Background: an optimization exercise with open tools, aiming at small area, a short achievable clock period and few clock cycles. Do not read the settings as production practice. Only simulation tests tie the RTL to the original design; equivalence was not proved. No activity file was given, so power comes from the tool's default toggle rates.

Design zhxpu_core, start of the top module:
module zhxpu_core(
	input clk,
	input rst,
	output wire [15:0] imem_addr,
	input [15:0] imem_rdata,
	input imem_ready,
	output wire [15:0] dmem_addr,
	output wire [15:0] dmem_wdata,
	output wire dmem_we,
	output wire dmem_re,
	input [15:0] dmem_rdata,
	input dmem_ready
);
For scale: ~2000 cells after synthesis, about 86 I/O pins, roughly 16000 sq um of cells after synthesis.
export LEC_CHECK = 0
export ABC_AREA = 1
export CAP_MARGIN = 20
export CORE_MARGIN = 2
export CORE_UTILIZATION = 60
export CTS_BUF_LIST = sky130_fd_sc_hd__clkbuf_8
export SETUP_SLACK_MARGIN = 5
export SLEW_MARGIN = 20
export TNS_END_PERCENT = 10
create_clock -name core_clock -period 9.0 [get_ports {clk}]
standard.sh (not shown) runs the stock make flow with config.mk's settings and CLKGATE_MAP_FILE= SYNTH_SCRIPT=/design/flow/synth_recipe.tcl, a recipe that flattens the netlist after the stock synthesis.
==> flow/flow/run.sh <==
#!/bin/bash
set -euo pipefail
bash standard.sh "BUFFER_PORTS_ARGS=-buffer_cell sky130_fd_sc_hd__buf_1" finish > standard_flow.log 2>&1
Testbench counts at the start, summed over its fixed seeds: cycles 41,488.
Edit:
==> flow/run.sh (new file) <==
#!/bin/bash
# synth_recipe.tcl (not shown) runs the flow's synth.tcl, then flattens the netlist and writes it again
# the make line also repeats each setting of config.mk as NAME=value (left out here)
make -C /OpenROAD-flow-scripts/flow DESIGN_CONFIG=/design/flow/config.mk WORK_HOME=/design/flow/orfs CLKGATE_MAP_FILE= SYNTH_SCRIPT=/design/flow/synth_recipe.tcl finish
removed: flow/flow/run.sh
removed: flow/standard.sh
The changed run produced a clean layout.
Final area rose by a few percent.
Non-clock buffer count fell by 1.
First-iteration DRC count rose by a few percent.
Wire length rose by roughly a tenth.
Total power rose by a few percent.
Via count rose by a few percent.
Worst setup slack is worse by 190 ps.
Register-to-register slack is worse by 230 ps.
Synthesized area does not change.
Sequential power barely changes.
Global-route usage rose by 2.8 points.
Edit:
==> flow/flow/run.sh (new file) <==
#!/bin/bash
set -euo pipefail
bash standard.sh "BUFFER_PORTS_ARGS=-buffer_cell sky130_fd_sc_hd__buf_2" finish > standard_flow.log 2>&1
==> flow/standard.sh (new file) <==
#!/bin/bash
# synth_recipe.tcl (not shown) runs the flow's synth.tcl, then flattens the netlist and writes it again
# the make line also repeats each setting of config.mk as NAME=value (left out here)
make -C /OpenROAD-flow-scripts/flow DESIGN_CONFIG=/design/flow/config.mk WORK_HOME=/design/flow/orfs CLKGATE_MAP_FILE= SYNTH_SCRIPT=/design/flow/synth_recipe.tcl "${@:-finish}"
Settings changed: CTS_BUF_LIST sky130_fd_sc_hd__clkbuf_8 to sky130_fd_sc_hd__clkbuf_4 sky130_fd_sc_hd__clkbuf_8.
removed: flow/run.sh
Design area decreases by a few percent; wire length decreases by a little under a tenth; first-iteration DRC count decreases by a few percent; global-route usage decreases by 3.1 points; clock-buffer cell count increases by 9; maximum frequency increases by a little under a tenth; setup slack improves by 320 ps; sequential share of layout area increases by 1.3 points; area after synthesis stays the same; critical path depth decreases by 7.
Edit:
==> flow/flow/run.sh (replaced) <==
#!/bin/bash
set -euo pipefail
bash standard.sh "BUFFER_PORTS_ARGS=-buffer_cell sky130_fd_sc_hd__buf_2" SETUP_SLACK_MARGIN=5.5 finish > standard_flow.log 2>&1
Settings changed: CTS_BUF_LIST sky130_fd_sc_hd__clkbuf_4 sky130_fd_sc_hd__clkbuf_8 to sky130_fd_sc_hd__clkbuf_8.
=> Cell area grows by about 1.2%. Hold slack gets better by 3.7 ps. Utilization increases by 0.87 points. Worst setup slack is worse by 110 ps. Die area does not change.

========
## lane 1
zhxpu_core, a different RTL version from the one above (not shown whole).
Size in the first run: about 1700 cells after synthesis, about 280 flip-flops, ~86 I/O pins, roughly 18000 um^2 of cells after synthesis.
Settings: LEC_CHECK=0, ABC_AREA=0, CAP_MARGIN=20, CORE_MARGIN=2, CORE_UTILIZATION=60, CTS_BUF_LIST=sky130_fd_sc_hd__clkbuf_8, SETUP_SLACK_MARGIN=5, SLEW_MARGIN=20, TNS_END_PERCENT=10; clock period 9.0 ns.
==> flow/flow/run.sh <==
#!/bin/bash
set -euo pipefail
bash standard.sh "BUFFER_PORTS_ARGS=-buffer_cell sky130_fd_sc_hd__buf_2" SETUP_SLACK_MARGIN=6 finish > standard_flow.log 2>&1
Lane 1 completed; timing, DRC and antenna clean
Testbench counts of lane 1, summed over its fixed seeds: cycles 41,488.
Changes in lane 2 relative to lane 1:
- swapping 60 for 50 in CORE_UTILIZATION
- swapping 0 for 1 in ABC_AREA
==> flow/flow/run.sh <==
#!/bin/bash
set -euo pipefail
bash standard.sh "BUFFER_PORTS_ARGS=-buffer_cell sky130_fd_sc_hd__buf_2" SETUP_SLACK_MARGIN=5.5 finish > standard_flow.log 2>&1
### Flow results
- When lane 2 is set beside lane 1, its met1 global-route usage turns out to be 9.9 points smaller.
- met2 as the most congested layer reported by global routing was reported by lane 1, and met1 by lane 2.
- Of lane 1 and lane 2, lane 1 shows the lower sequential fraction of total cell area, with lane 2 above it.
- On DRC violation total after the first TritonRoute iteration, the lower figure sits with lane 2, not lane 1.
- When lane 2 is set beside lane 1, its wire length of the first global-routing pass turns out to be 7.5% smaller.
- The lower final non-filler cell area came out of lane 2.
Setup changes, lane 2 to lane 3
- changing CORE_UTILIZATION from 50 to 60
==> flow/flow/run.sh <==
#!/bin/bash
set -euo pipefail
bash standard.sh "BUFFER_PORTS_ARGS=-buffer_cell sky130_fd_sc_hd__buf_2" SETUP_SLACK_MARGIN=6.25 finish > standard_flow.log 2>&1
==> notes.md <==
- Most crowded layer after global routing: met1 -> lane 2, met2 -> lane 3
- Between lane 3 and lane 2, it is lane 3 whose combinational fraction of design power is higher, by 4.9 points.
- Summary of lane 3 over lane 2: clock skew picked up an extra 0.0062 ns, global-route usage picked up an extra 6.5 points.
- Of lane 3 and lane 2, lane 3 shows the lower standard cell area after detailed placement, with lane 2 above it.
- [compare] base=lane 2 new=lane 3: share of the clock period used by the worst path lower; non-filler instance count after layout higher.
- Diff lane 2 -> lane 3: post-layout instance area increased by 10% relative to the old numbers; multi-input gate share of the layout cell area moved down.
- Every run (lane 3 and lane 2) finished clean.
- In the reports for lane 3 and lane 2, the larger total clock buffers created by CTS belongs to lane 2.
Here is what was changed in the inputs of lane 4 compared with lane 3.
==> flow/flow/run.sh <==
#!/bin/bash
set -euo pipefail
bash standard.sh "BUFFER_PORTS_ARGS=-buffer_cell sky130_fd_sc_hd__buf_2" SETUP_SLACK_MARGIN=6 finish > standard_flow.log 2>&1
--- outcome ---
- ex_a[10] as the critical path capture point was reported by lane 3, and dmem_addr[3] by lane 4.
- Changes observed in lane 4 relative to lane 3: setup slack has increased, power density normalized to cell area has increased, cell area has decreased, final design utilization has decreased.

========
zhxpu_core again, from the RTL that the note above started with.
==> flow/config.mk <==
export PLATFORM = sky130hd
export DESIGN_NAME = zhxpu_core
export DESIGN_NICKNAME = zhxpu_core
export VERILOG_FILES = /design/flow/design.v
export SDC_FILE = /design/flow/constraint.sdc
export NUM_CORES = 4
export LEC_CHECK = 0
export ABC_AREA = 1
export CAP_MARGIN = 20
export CORE_MARGIN = 2
export CORE_UTILIZATION = 60
export CTS_BUF_LIST = sky130_fd_sc_hd__clkbuf_8
export SETUP_SLACK_MARGIN = 5
export SLEW_MARGIN = 20
export TNS_END_PERCENT = 10
==> flow/constraint.sdc <==
create_clock -name core_clock -period 9.0 [get_ports {clk}]
set_input_delay 1.8000 -clock core_clock [delete_from_list [all_inputs] [get_ports {clk}]]
set_output_delay 1.8000 -clock core_clock [all_outputs]
set_load 0.01 [all_outputs]
==> flow/flow/run.sh <==
#!/bin/bash
set -euo pipefail
bash standard.sh "BUFFER_PORTS_ARGS=-buffer_cell sky130_fd_sc_hd__buf_2" SETUP_SLACK_MARGIN=5.75 finish > standard_flow.log 2>&1
The baseline completed without violations.
Testbench counts at the start, summed over its fixed seeds: cycles 41,488.
Edit:
==> flow/flow/run.sh (replaced) <==
#!/bin/bash
set -euo pipefail
bash standard.sh "BUFFER_PORTS_ARGS=-buffer_cell sky130_fd_sc_hd__buf_2" SETUP_SLACK_MARGIN=6.5 finish > standard_flow.log 2>&1
- clock skew is higher by 0.0063 ns
- cell count rises by a few percent
- utilization rose by 8.3 points
- via count climbs by a little under a tenth
- cell area is higher by roughly a tenth
- sequential share of layout area decreases by 4.1 points
- worst setup slack improved by 0.14 ns
- wire length rose by roughly a tenth

========
JK:
zhxpu_core again, from the RTL that the note above started with.
clock: 9.0 ns
lec_check: 0
abc_area: 1
cap_margin: 20
core_margin: 2
core_utilization: 70
cts_buf_list: sky130_fd_sc_hd__clkbuf_8
setup_slack_margin: 5
slew_margin: 20
tns_end_percent: 10
==> flow/flow/run.sh <==
#!/bin/bash
set -euo pipefail
bash standard.sh "BUFFER_PORTS_ARGS=-buffer_cell sky130_fd_sc_hd__buf_2" SETUP_SLACK_MARGIN=6 finish > standard_flow.log 2>&1
JK finished end to end and its layout was clean on timing, DRC and antenna.
Testbench counts of JK, summed over its fixed seeds: cycles 41,488.
What MS does differently from JK at the input level:
- changing CORE_UTILIZATION from 70 to 60
==> flow/flow/run.sh <==
#!/bin/bash
set -euo pipefail
bash standard.sh "BUFFER_PORTS_ARGS=-buffer_cell sky130_fd_sc_hd__buf_2" SETUP_SLACK_MARGIN=5.5 finish > standard_flow.log 2>&1
Findings:
Of MS and JK, the run reporting the higher clock share of power was MS.
In MS relative to JK, total power draw had gone down by a few percent.
The final reports for MS and JK show estimated wirelength of the detail-placed design higher in the former.
On shortest clock period the worst path allows after layout, JK beats MS.
Of MS and JK, the run reporting the higher number of placed instances, taps included was MS.
JK -> MS: post-route antenna net violation count flat
Relative slew slack: MS better than JK
The minimum setup slack among reg-to-reg paths in MS sits 0.11 ns below the value recorded for JK.
On share of the clock period used by the worst path after layout: between MS and JK, it ends up higher for MS.
In the flow results for MS and JK, the post-layout utilization of the core is smaller on MS.
MS: multi-input gate area in the final layout lower than JK
## Diff of input files: AL against MS
- CTS_BUF_LIST changed from sky130_fd_sc_hd__clkbuf_8 to sky130_fd_sc_hd__clkbuf_16
==> flow/flow/run.sh <==
#!/bin/bash
set -euo pipefail
bash standard.sh "BUFFER_PORTS_ARGS=-buffer_cell sky130_fd_sc_hd__buf_2" SETUP_SLACK_MARGIN=6 finish > standard_flow.log 2>&1
==> notes.md <==
- Comparing MS and AL, overall track demand over capacity in global routing is lower on MS.
- Between MS and AL, the data required time at the worst endpoint is lower for AL.
- [AL vs MS] synthesis-to-finish area growth: higher in AL
- The critical path capture point comes out pc[5] in one run and dmem_addr[3] in the other, namely in MS and AL respectively.
- Post-detailed-route wirelength per cell in AL is 0.23 um above MS.
- Summary of AL over MS: combinational gate power climbed about 18%; design area climbed 6.8%; met1 wire length climbed about 1.3%; net switching power climbed 2.5%.
- Clock power share essentially unchanged between MS and AL.
- Fraction of the cycle the final worst path needs: AL < MS

-- what the ideal ports hide --
Ports are ideal in the flow. The routed layouts listed here were re-timed in OpenROAD.
Step 1 (the two cells are an assumption about what drives the block):
set clk [get_ports {clk}]
set_driving_cell -lib_cell sky130_fd_sc_hd__clkbuf_16 $clk
set_driving_cell -lib_cell sky130_fd_sc_hd__buf_2 [delete_from_list [all_inputs] $clk]
Step 2 times the ports against the registers' clock, not the clock port: input delays grow and output delays shrink by t, the midpoint of the rising clock arrivals with the driver on.
Three values: ideal ports, drivers, drivers and shift; two values: the first two.
| run | t (ns) | setup WS [ns] | hold slack, ns | cell pins on the clock port's net |
|---|---|---|---|---|
| the first run of note 1 | 0.621 | 4.862 / 4.883 / 4.262 | 0.485 / 0.485 / 0.485 | 1 |
| the second run of note 1 | 0.635 | 4.673 / 4.673 / 4.340 | 0.478 / 0.478 / 0.478 | 1 |
| the third run of note 1 | 0.601 | 4.995 / 5.013 / 4.412 | 0.476 / 0.476 / 0.476 | 1 |
| the fourth run of note 1 | 0.617 | 4.881 / 4.881 / 4.619 | 0.480 / 0.480 / 0.480 | 1 |
| lane 1 | 0.650 | 5.321 / 5.321 / 5.107 | 0.515 / 0.515 / 0.515 | 1 |
| lane 2 | 0.678 | 5.442 / 5.442 / 5.348 | 0.490 / 0.490 / 0.490 | 1 |
| lane 3 | 0.635 | 5.639 / 5.639 / 5.608 | 0.488 / 0.488 / 0.488 | 1 |
| lane 4 | 0.620 | 5.790 / 5.740 / 5.516 | 0.510 / 0.510 / 0.510 | 1 |
| the first run of note 3 | 0.616 | 5.663 / 5.663 / 5.266 | 0.499 / 0.499 / 0.499 | 1 |
| the second run of note 3 | 0.649 | 5.800 / 5.754 / 5.526 | 0.523 / 0.523 / 0.523 | 1 |
| JK | 0.625 | 5.642 / 5.642 / 5.525 | 0.481 / 0.481 / 0.481 | 1 |
| MS | 0.636 | 5.531 / 5.531 / 5.086 | 0.466 / 0.466 / 0.466 | 1 |
| AL | 0.615 | 5.761 / 5.709 / 5.514 | 0.508 / 0.508 / 0.508 | 1 |
After both steps every run listed still meets setup and hold. The setup slack of the first run of note 1, which loses most, moves by +0.021 ns with the drivers and by -0.600 ns with both steps.
